This design comes from an exercise in tuning for small area on the open sky130 flow, not from production work. Only simulation tests tie the RTL to the original design; equivalence was not proved.

### config.mk
export PLATFORM = sky130hd
export DESIGN_NAME = top
export DESIGN_NICKNAME = top
export VERILOG_FILES = /design/flow/design.v
export SDC_FILE = /design/flow/constraint.sdc
export NUM_CORES = 4
export LEC_CHECK = 0
export CAP_MARGIN = 20
export CORE_MARGIN = 2
export CORE_UTILIZATION = 40
export SLEW_MARGIN = 20
### constraint.sdc
create_clock -name core_clock -period 10.0 [get_ports {clk}]
set_input_delay 2.0000 -clock core_clock [delete_from_list [all_inputs] [get_ports {clk}]]
set_output_delay 2.0000 -clock core_clock [all_outputs]
set_load 0.01 [all_outputs]
### design.v
module top #(
    parameter [7:0] CUT   = 8'b0001_0000,  
    parameter       XREG  = 0              
)(
    input  wire clk,
    input  wire rst_n,
    input  wire start,
    input  wire preload_valid,
    input  wire [5:0] preload_addr,
    input  wire signed [7:0] preload_data,
    input  wire signed [63:0] x_vector_flat,
    output wire signed [127:0] result_flat
);
    reg [4:0] cnt;
    wire idle = (cnt == 5'd0);
    always @(posedge clk or negedge rst_n) begin
        if (!rst_n)
            cnt <= 5'd0;
        else if (idle)
            cnt <= start ? 5'd1 : 5'd0;
        else if (cnt == 5'd17)
            cnt <= 5'd0;
        else
            cnt <= cnt + 5'd1;
    end
    reg [7:0] w [0:63];
    wire [7:0] wdata = rst_n ? preload_data : 8'd0;
    genvar a;
    generate
        for (a = 0; a < 64; a = a + 1) begin : WREG
            wire we = !rst_n || (idle && preload_valid && preload_addr == a);
            always @(posedge clk)
                if (we) w[a] <= wdata;
        end
    endgenerate
    function [3:0] stage_of;
        input integer c;
        integer j;
        begin
            stage_of = XREG;
            for (j = 1; j <= c; j = j + 1)
                if (CUT[j]) stage_of = stage_of + 1;
        end
    endfunction
    localparam LAST = stage_of(7);
    function [15:0] sat_mac;
        input signed [15:0] acc;
        input signed [7:0]  wt;
        input signed [7:0]  xv;
        reg signed [16:0] s;
        begin
            s = acc + wt * xv;
            if (s[16] != s[15])
                sat_mac = s[16] ? 16'h8000 : 16'h7fff;
            else
                sat_mac = s[15:0];
        end
    endfunction
    wire [15:0] acc_out [0:7];
    genvar c, d;
    generate
        for (c = 0; c < 8; c = c + 1) begin : COL
            localparam ST = stage_of(c);
            wire [7:0] xd [0:ST];
            assign xd[0] = x_vector_flat[8*c +: 8];
            for (d = 0; d < ST; d = d + 1) begin : XD
                reg [7:0] q;
                always @(posedge clk) q <= xd[d];
                assign xd[d+1] = q;
            end
            wire [2:0] row = ST[2:0] - cnt[2:0];
            wire [7:0] wt = w[{row, c[2:0]}];
            wire [15:0] acc_in;
            if (c == 0) begin : A0
                assign acc_in = 16'd0;
            end else if (ST != stage_of(c-1)) begin : AR
                reg [15:0] q;
                always @(posedge clk) q <= acc_out[c-1];
                assign acc_in = q;
            end else begin : AC
                assign acc_in = acc_out[c-1];
            end
            assign acc_out[c] = sat_mac(acc_in, wt, xd[ST]);
        end
    endgenerate
    reg [15:0] result_reg [0:7];
    wire shift = (cnt >= LAST + 1) && (cnt <= LAST + 8);
    integer i;
    always @(posedge clk or negedge rst_n) begin
        if (!rst_n) begin
            for (i = 0; i < 8; i = i + 1)
                result_reg[i] <= 16'd0;
        end else if (shift) begin
            result_reg[0] <= acc_out[7];
            for (i = 1; i < 8; i = i + 1)
                result_reg[i] <= result_reg[i-1];
        end
    end
    genvar r;
    generate
        for (r = 0; r < 8; r = r + 1) begin : OUT
            assign result_flat[16*r +: 16] = result_reg[r];
        end
    endgenerate
endmodule
### run.sh
#!/bin/bash
# synth_recipe.tcl (not shown) runs the flow's synth.tcl, then flattens the netlist and writes it again
# the make line also repeats each setting of config.mk as NAME=value (left out here)
make -C /OpenROAD-flow-scripts/flow DESIGN_CONFIG=/design/flow/config.mk WORK_HOME=/design/flow/orfs CLKGATE_MAP_FILE= SYNTH_SCRIPT=/design/flow/synth_recipe.tcl finish
==> run notes <==
DRC errors left 0; crit-path most repeated cell fa_1; biggest area consumer among synthesized cells edfxtp_1; Req. time, crit path between 10 and 15 ns; post-route ant nets 0; via count 35.1k; Via-to-Cell Ratio roughly 5.0; signal arrival time at the worst endpoint about 19 ns; CP Class reg2reg; CTS tree built; peak per-stage delay on the critical path about 0.57 ns; Setup Skew 0.0376 ns; Post-DP HPWL around 96000 um; most frequent cells in the layout buf_4, inv_1, nand2_1; Fmax between 50 and 60 MHz; Detailed Route WL about 130000 um; Syn Std Cell Area between 0.05 and 0.06 sq mm; die height 361 um; Final setup viols 32; clock root cell clkbuf_16; Synth Instances approximately 4.4k; Setup TNS Final -258.73 ns; layout cells sized above 1 23.9%; Antenna Cells 0; status finished with violations; Synth Register Bits a little under 700; placed insts roughly 6.8k; post-layout util between 50 and 60%; Setup crit end kind register; GRT Total Usage between 15 and 20%; # rows 130; Port Buffer Count between 200 and 250; launching element type of the critical path register; Area Overhead vs Synth 27.5%; Fin. Hold Viols 0; worst hold slack approximately 0.48 ns; WL/cell 18.4 um; Hold Crit Start result_reg[7][5]; Initial Utilization approximately 40%; CORE AREA around 0.13 sq mm; Final GP Congestion about 0.86; Synth cell types just over 80; Synthesized Nets 5407; cell depth of the worst flop-to-flop path 68; io pins 210; first-pass GRT wire length slightly above 200000 um; commonest non-fill, non-tap cell in the layout buf_4; Hold EP result_reg[7][5]; register area share after synthesis about 39%; DRT iter0 DRCs around 2.4k; die area 0.130 sq mm; Fail Reasons negative setup slack; fin crit share 182%; final-stage net count around 6.2k; Max Slew Vio Count 0; Skew-Pair Late Insertion Delay roughly 0.68 ns; CP max-delay cell fa_1; Reg2Reg Setup Slack -8.25 ns; number of global-route vias before repair between 30k and 40k; Clock Path Buffers 3; grt total ovfl 0; EDFF count, synth about 510; top cell type's share of synthesized area between 30% and 40%; Max FO, Critical Path 7; H-tree depth 3; Hold Path Class reg2reg; max reg flops about 510; ranking of synthesized cells by area edfxtp_1, fa_1, ha_1; clock buffer count from CTS between 70 and 80; Post-Place Worst Slack -9.06 ns; reg2reg end result_reg[0][8]; Tmin final 18.25 ns; synthesized area per cell 11.5 sq um; Die W 361 um; ys async rst share a little under a fifth; worst-margin pin slew between 1 and 1.5 ns; Slew Limit Headroom 27.1%; CTS clk-pin slew, worst paths approximately 0.060 ns; pin count of the biggest net entering global routing 81; yosys warns 3; Post-Layout Cell Count between 6k and 7k; initial antenna violation count 3; Setup WS post-layout -8.25 ns; RSZ-0062 raised after global routing yes; RR Startpoint cnt[1]; max_cap viols 0; Most used DFF post-synth edfxtp_1; # clock sinks approximately 690; 1st-pass router iterations 7; Hold Path Depth 2
[area by class of cell]
type / instances / area [sq um]
Multi-Input combinational cell: 2930 / 30600
Clock inverter: 42 / 539
Sequential cell: 693 / 19700
Inverter: 663 / 2490
Timing Repair Buffer: 903 / 7560
Fill cell: 11000 / 61000
Clock buffer: 93 / 1950
Tap cell: 1650 / 2060
[per-stage QoR]
step | instance area, sq um
3_3_place_gp | 60200
6_report | 64900
5_1_grt | 64900
4_1_cts | 63900
2_1_floorplan | 52100
3_5_place_dp | 60200
[worst max path at each step]
| stage | startpoint | to | slack, ns | cells after the start |
|---|---|---|---|---|
| after detailed placement | cnt[0] | result_reg[0][13] | -9.06 | 66 |
| after CTS | cnt[0] | result_reg[0][7] | -8.21 | 69 |
| final | cnt[1] | result_reg[0][8] | -8.25 | 68 |
| after global routing | cnt[1] | result_reg[0][8] | -8.94 | 72 |
| after global placement | cnt[0] | result_reg[0][8] | -8.90 | 66 |
| after floorplan | cnt[2] | result_reg[0][10] | -7.82 | 67 |
[worst max-delay path, delay by kind of cell (launching register included)]
family / cells / cell delay, ns
multiplexers: 1 / 0.34
adder cells (fa/ha/maj): 30 / 11.82
XOR/XNOR: 3 / 0.53
AND/OR/NAND/NOR: 3 / 0.34
AO/OA/AOI/OAI: 18 / 3.00
buffers and inverters: 13 / 1.64
flip-flops: 1 / 0.37
[layer usage]
metal | track usage (%) | routed length, um
met4 | 4.53 | 2500
met5 | 0 | 40
met3 | 3.80 | 7700
met2 | 32.3 | 60200
met1 | 27.6 | 58200
[Yosys cell counts, types with 46 or more instances]
cell type and instances:
dfxtp_1 48, xnor2_1 89, a22oi_1 52, clkbuf_1 86, dfrtp_1 133, edfxtp_1 512, a221oi_1 46, ha_1 313
nand2b_1 48, nor2_1 94, fa_1 587, maj3_1 47, a222oi_1 62, nor2b_1 68, nand2_1 612, a21oi_1 107
inv_1 663, o21ai_0 144, and2_1 215
[repair_timing]
item / 4_1_cts / 5_1_grt
setup buffers: 47 / 31
hold buffers: 0 / 0
setup endpoints to repair: 32 / 32
cloned: 2 / 1
pin swaps: 122 / 126
gates resized for setup: 164 / 163
[kinds of logic after synthesis]
| group | synth area share [%] |
|---|---|
| fa+ha+maj | 31.7 |
| flops | 38.6 |
| compound gates | 9.34 |
| mux | 1.08 |
| buf+inv | 6.07 |
| simple gates | 11.0 |
| xor+xnor | 2.20 |

-- afterwards: timing with drivers on the ports --
Ports are ideal in the flow. The routed layout listed here was re-timed in OpenROAD.
Step 1 (the two cells are an assumption about what drives the block):
set clk [get_ports {clk}]
set_driving_cell -lib_cell sky130_fd_sc_hd__clkbuf_16 $clk
set_driving_cell -lib_cell sky130_fd_sc_hd__buf_2 [delete_from_list [all_inputs] $clk]
Step 2 times the ports against the registers' clock, not the clock port: input delays grow and output delays shrink by t, the midpoint of the rising clock arrivals with the driver on.
a / b / c = ideal / step 1 / step 2; a / b = the first two.
t, ns: 0.736
setup slack, ns: -8.245 / -8.245 / -8.547
worst setup path at the end: input to register
The setup slack of this run moves by 0.000 ns with the drivers and by -0.302 ns with both steps.
